Background: an optimization exercise with open tools, aiming at small area. Do not read the settings as production practice. At most, simulation tests tie the RTL to the original design; equivalence was not proved. Power is estimated from default activity; no workload was simulated.

==> flow/design.v (excerpt) <==
module top(
	input clk, push_0, push_1, rst,
	input [3:0] key_pad_row,
	output [2:0] key_pad_col,
	output [7:0] seg_data, seg_com, lcd_data,
	output [9:0] dot_col,
	output [13:0] dot_row,
	output [3:0] step_motor,
	output [15:0] led,
	output W1_piezo,
	output lcd_rs, lcd_rw, lcd_en
);
Size in the first run: ~620 cells after synthesis, about 83 I/O pins, ~5000 µm² of cells after synthesis.
==> flow/config.mk <==
export PLATFORM = sky130hd
export DESIGN_NAME = top
export DESIGN_NICKNAME = top
export VERILOG_FILES = /design/flow/design.v
export SDC_FILE = /design/flow/constraint.sdc
export NUM_CORES = 4
export LEC_CHECK = 0
export ABC_AREA = 1
export CAP_MARGIN = 20
export CORE_MARGIN = 2
export CORE_UTILIZATION = 40
export SLEW_MARGIN = 20
==> flow/constraint.sdc <==
create_clock -name core_clock -period 40.0 [get_ports {clk}]
set_input_delay 8.0000 -clock core_clock [delete_from_list [all_inputs] [get_ports {clk}]]
set_output_delay 8.0000 -clock core_clock [all_outputs]
set_load 0.01 [all_outputs]
standard.sh (not shown) runs the stock make flow with config.mk's settings and CLKGATE_MAP_FILE= SYNTH_SCRIPT=/design/flow/synth_recipe.tcl, a recipe that flattens the netlist after the stock synthesis.
==> flow/flow/run.sh <==
#!/bin/bash
# Layout flow: the standard synthesis, then the combinational logic of
# the synthesised netlist is mapped again by ABC for area (the registers,
# their names and cell types are kept), checked equivalent to the standard
# netlist by SAT, and the standard layout runs on the result.
set -uo pipefail
W=$(pwd)
R=$W/orfs/results/$FLOW_PLATFORM/top/base
LIB=$FLOW_HOME/platforms/$FLOW_PLATFORM/lib/sky130_fd_sc_hd__tt_025C_1v80.lib
PCFG=$FLOW_HOME/platforms/$FLOW_PLATFORM/config.mk

bash standard.sh synth > $W/synth.log 2>&1 || exit 1
cp $R/1_2_yosys.v $W/std_synth.v

DU=$(sed -n '/DONT_USE_CELLS/,/^$/p' $PCFG | grep -o 'sky130_fd_sc_hd__[a-z0-9_]*' | sed 's/^/-dont_use /' | tr '\n' ' ')
SEQL=$(grep -o "sky130_fd_sc_hd__\(df\|edf\|sdf\|dl[rx]\)[a-z0-9_]*" $W/std_synth.v | sort -u)
SEQ=$(echo $SEQL | tr '\n' ' ')
SEL=$(for s in $SEQL; do echo -n "t:$s "; done)

best=$W/std_synth.v
best_area=$(yosys -p "read_liberty -lib $LIB; read_verilog $W/std_synth.v; hierarchy -top top; stat -liberty $LIB" 2>&1 | grep "Chip area" | awk '{print $NF}')
echo "standard: $best_area" > $W/resynth_summary.txt

i=0
while read -r S; do
  [ -z "$S" ] && continue
  i=$((i+1))
  C=$W/resynth_$i.v
  yosys -p "read_liberty -ignore_miss_func $LIB; blackbox $SEQ; read_verilog $W/std_synth.v; hierarchy -top top; flatten; rename -hide w:_*; opt_clean -purge; abc -liberty $LIB $DU -script +$(echo "$S" | sed 's/ /,/g'); opt_clean -purge; hilomap -singleton -hicell sky130_fd_sc_hd__conb_1 HI -locell sky130_fd_sc_hd__conb_1 LO; insbuf -buf sky130_fd_sc_hd__buf_1 A X; splitnets; opt_clean -purge; hierarchy -top top; select -assert-none t:\$lut; stat -liberty $LIB; write_verilog -noattr -nohex -nodec $C" > $W/resynth_$i.log 2>&1 || continue
  a=$(grep "Chip area" $W/resynth_$i.log | tail -1 | awk '{print $NF}')
  yosys -p "read_liberty -ignore_miss_func $LIB; blackbox $SEQ; read_verilog $W/std_synth.v; rename top gold; read_verilog $C; rename top gate; hierarchy; flatten gold gate; opt_clean -purge; expose -cut -evert $SEL; miter -equiv -flatten -make_assert gold gate miter; hierarchy -top miter; sat -verify -prove-asserts miter" > $W/equiv_$i.log 2>&1
  ok=$?
  # the same registers, by instance name and cell type
  r1=$(grep -o "sky130_fd_sc_hd__\(df\|edf\|sdf\|dl[rx]\)[a-z0-9_]* [^ ]*" $W/std_synth.v | sort | md5sum)
  r2=$(grep -o "sky130_fd_sc_hd__\(df\|edf\|sdf\|dl[rx]\)[a-z0-9_]* [^ ]*" $C | sort | md5sum)
  echo "script $i [$S]: area $a equiv_exit $ok regs_same $([ "$r1" == "$r2" ] && echo yes || echo no)" >> $W/resynth_summary.txt
  if [ $ok -eq 0 ] && [ "$r1" == "$r2" ] && awk "BEGIN{exit !($a < $best_area)}"; then
    best=$C; best_area=$a
  fi
done < $W/flow/abc_scripts.txt
echo "chosen: $best $best_area" >> $W/resynth_summary.txt

cp $best $R/1_2_yosys.v
touch $R/1_2_yosys.v
set -a; source $W/flow/layout.env; set +a
bash standard.sh finish > $W/layout.log 2>&1
==> flow/flow/layout.env <==
BUFFER_PORTS_ARGS="-buffer_cell sky130_fd_sc_hd__buf_1"
CTS_ARGS="-sink_clustering_enable -repair_clock_nets -dont_use_dummy_load -buf_list sky130_fd_sc_hd__clkbuf_8"
Other scripts of this flow, unchanged in this note and not shown: flow/flow/abc_scripts.txt
Rerun with:
==> flow/flow/layout.env (replaced) <==
BUFFER_PORTS_ARGS="-buffer_cell sky130_fd_sc_hd__buf_1"
CTS_ARGS="-sink_clustering_enable -repair_clock_nets -dont_use_dummy_load -buf_list sky130_fd_sc_hd__clkbuf_8 -sink_buffer_max_cap_derate 0.5"
Effect:
- combinational power stays flat
- sequential power stays flat
- first-iteration DRC count does not change
- synthesized cell count does not change
- design area is unchanged
- area after synthesis is unchanged
- fmax stays the same
- non-clock buffer count is unchanged
- worst hold slack does not change

---

## v36
Another version of the RTL of top (not shown whole).
Size: about 650 cells after synthesis, ~83 I/O pins, roughly 0.0051 mm2 of cells after synthesis.
export LEC_CHECK = 0
export ABC_AREA = 1
export CAP_MARGIN = 20
export CORE_MARGIN = 2
export CORE_UTILIZATION = 40
export SLEW_MARGIN = 20
create_clock -name core_clock -period 40.0 [get_ports {clk}]
==> flow/flow/abc_scripts.txt <==
strash;dch -f;amap
strash;dch -f;map -a;topo
==> flow/flow/layout.env <==
BUFFER_PORTS_ARGS="-buffer_cell sky130_fd_sc_hd__buf_1"
CTS_ARGS="-sink_clustering_enable -repair_clock_nets -dont_use_dummy_load -buf_list sky130_fd_sc_hd__clkbuf_8"
Scripts as last shown in full above: flow/flow/run.sh
For v20, these inputs were changed with respect to v36:
==> flow/flow/abc_scripts.txt <==
strash;dch -f;amap
strash;dc2;dch -f;amap
strash;&get -n;&deepsyn -T 30;&put;dc2;dch -f;amap
==> flow/flow/layout.env <==
BUFFER_PORTS_ARGS="-buffer_cell sky130_fd_sc_hd__buf_1"
CTS_ARGS="-sink_clustering_enable -repair_clock_nets -dont_use_dummy_load -buf_list sky130_fd_sc_hd__clkbuf_8 -sink_clustering_size 20 -sink_clustering_max_diameter 150"
### Flow results
Between v36 and v20, the total power figures differ only marginally.
Looking at power share of the clock group, v20 sits 0.5 points above v36.
v20 vs v36 on final weighted congestion in routability-driven placement: v20 is the lower one.
No run of this note included a check of the RTL's function; only the layout flow was run.

---

Setup of old:
top, a different RTL version from the one above (not shown whole).
For scale: ~610 cells after synthesis, ~83 I/O pins, about 4900 µm² of cells after synthesis.
// top
module top(
	input clk, push_0, push_1, rst,
	input [3:0] key_pad_row,
	output [2:0] key_pad_col,
	output [7:0] seg_data, seg_com, lcd_data,
	output [9:0] dot_col,
	output [13:0] dot_row,
	output [3:0] step_motor,
	output [15:0] led,
	output W1_piezo,
	output lcd_rs, lcd_rw, lcd_en
);
export LEC_CHECK = 0
export ABC_AREA = 1
export CAP_MARGIN = 20
export CORE_MARGIN = 2
export CORE_UTILIZATION = 70
export SLEW_MARGIN = 20
create_clock -name core_clock -period 40.0 [get_ports {clk}]
==> flow/flow/run.sh <==
#!/bin/bash
# Layout flow: the standard synthesis, then the combinational logic of
# the synthesised netlist is mapped again by ABC for area with several
# scripts (the registers, their names and cell types are kept); each result
# is checked equivalent to the standard netlist by SAT, the smallest is
# kept, and the standard layout runs on it with the settings of
# flow/layout.env (port buffer cell, clock tree options).
set -uo pipefail
W=$(pwd)
R=$W/orfs/results/$FLOW_PLATFORM/top/base
LIB=$FLOW_HOME/platforms/$FLOW_PLATFORM/lib/sky130_fd_sc_hd__tt_025C_1v80.lib
PCFG=$FLOW_HOME/platforms/$FLOW_PLATFORM/config.mk

bash standard.sh synth > $W/synth.log 2>&1 || exit 1
cp $R/1_2_yosys.v $W/std_synth.v

DU=$(sed -n '/DONT_USE_CELLS/,/^$/p' $PCFG | grep -o 'sky130_fd_sc_hd__[a-z0-9_]*' | sed 's/^/-dont_use /' | tr '\n' ' ')
SEQL=$(grep -o "sky130_fd_sc_hd__\(df\|edf\|sdf\|dl[rx]\)[a-z0-9_]*" $W/std_synth.v | sort -u)
SEQ=$(echo $SEQL | tr '\n' ' ')
SEL=$(for s in $SEQL; do echo -n "t:$s "; done)
regs() { grep -o "sky130_fd_sc_hd__\(df\|edf\|sdf\|dl[rx]\)[a-z0-9_]* [^ ]*" $1 | sort | md5sum; }
R0=$(regs $W/std_synth.v)

one() {
  i=$1; S=$2; C=$W/resynth_$i.v
  yosys -p "read_liberty -ignore_miss_func $LIB; blackbox $SEQ; read_verilog $W/std_synth.v; hierarchy -top top; flatten; rename -hide w:_*; opt_clean -purge; abc -liberty $LIB $DU -script +$(echo "$S" | sed 's/ /,/g'); opt_clean -purge; hilomap -singleton -hicell sky130_fd_sc_hd__conb_1 HI -locell sky130_fd_sc_hd__conb_1 LO; insbuf -buf sky130_fd_sc_hd__buf_1 A X; splitnets; opt_clean -purge; hierarchy -top top; select -assert-none t:\$lut; stat -liberty $LIB; write_verilog -noattr -nohex -nodec $C" > $W/resynth_$i.log 2>&1 || { echo "script $i [$S]: failed" > $W/res_$i.txt; return; }
  a=$(grep "Chip area" $W/resynth_$i.log | tail -1 | awk '{print $NF}')
  yosys -p "read_liberty -ignore_miss_func $LIB; blackbox $SEQ; read_verilog $W/std_synth.v; rename top gold; read_verilog $C; rename top gate; hierarchy; flatten gold gate; opt_clean -purge; expose -cut -evert $SEL; miter -equiv -flatten -make_assert gold gate miter; hierarchy -top miter; sat -verify -prove-asserts miter" > $W/equiv_$i.log 2>&1
  ok=$?
  same=no; [ "$(regs $C)" == "$R0" ] && same=yes
  echo "script $i [$S]: area $a equiv_exit $ok regs_same $same" > $W/res_$i.txt
}

i=0; pids=()
while read -r S; do
  [ -z "$S" ] && continue
  i=$((i+1))
  one $i "$S" &
  pids+=($!)
  if [ ${#pids[@]} -ge ${NUM_CORES:-4} ]; then wait ${pids[0]}; pids=("${pids[@]:1}"); fi
done < $W/flow/abc_scripts.txt
wait

best=$W/std_synth.v
best_area=$(yosys -p "read_liberty -lib $LIB; read_verilog $W/std_synth.v; hierarchy -top top; stat -liberty $LIB" 2>&1 | grep "Chip area" | awk '{print $NF}')
echo "standard: $best_area" > $W/resynth_summary.txt
for f in $(ls $W/res_*.txt | sort -V); do
  cat $f >> $W/resynth_summary.txt
  j=$(basename $f .txt | cut -d_ -f2)
  read a ok same < <(sed -n 's/.*area \([0-9.]*\) equiv_exit \([0-9]*\) regs_same \([a-z]*\).*/\1 \2 \3/p' $f)
  [ -z "${a:-}" ] && continue
  if [ "$ok" == "0" ] && [ "$same" == "yes" ] && awk "BEGIN{exit !($a < $best_area)}"; then
    best=$W/resynth_$j.v; best_area=$a
  fi
done
echo "chosen: $best $best_area" >> $W/resynth_summary.txt

cp $best $R/1_2_yosys.v
touch $R/1_2_yosys.v
set -a; source $W/flow/layout.env; set +a
bash standard.sh finish > $W/layout.log 2>&1
Other scripts of this flow, unchanged in this note and not shown: flow/flow/abc_scripts.txt, flow/flow/layout.env
No stage failed in old, and the final checks on the layout all came back clean.
Input changes introduced in new (baseline for comparison: old):
Settings: changing CAP_MARGIN from 20 to 0; changing SLEW_MARGIN from 20 to 0; changing CORE_UTILIZATION from 70 to 40.
### Flow results
- Worst setup slack: new vs old up 65 ps
- Area enclosed by the die boundary | new above old
- In new the relative area change from synthesis to final layout turned out 1.3 points higher than in old.
- Synthesized cell count came out exactly the same in old and new.
- Design area: new > old
- Wire: new routes more than old

## what the ideal ports hide
In the flow no input, the clock included, has a driving cell. The finished layouts below were timed again as built, in two steps. Step 1: set_driving_cell puts a clkbuf_16 on clk and a buf_2 on each other input, an assumption about the parent block. Step 2 also shifts input and output timing later by t, the mid clock arrival at the registers, as if the neighbouring blocks saw the same clock. a / b / c = ideal ports / drivers / drivers and shift; a / b = the first two.
run	shift t [ns]	setup WS [ns]	hold WS [ns]	pins driven straight from the clock port
the first run of note 1	0.396	29.134 / 29.102 / 29.498	0.371 / 0.371 / 0.371	1
the second run of note 1	0.396	29.134 / 29.102 / 29.498	0.371 / 0.371 / 0.371	1
v36	0.389	29.676 / 29.645 / 30.034	0.372 / 0.372 / 0.372	1
v20	0.387	29.183 / 29.150 / 29.536	0.388 / 0.388 / 0.388	1
old	0.383	29.538 / 29.504 / 29.887	0.378 / 0.378 / 0.378	1
new	0.384	29.602 / 29.569 / 29.952	0.372 / 0.372 / 0.372	1
After both steps setup and hold are still met in every run listed.
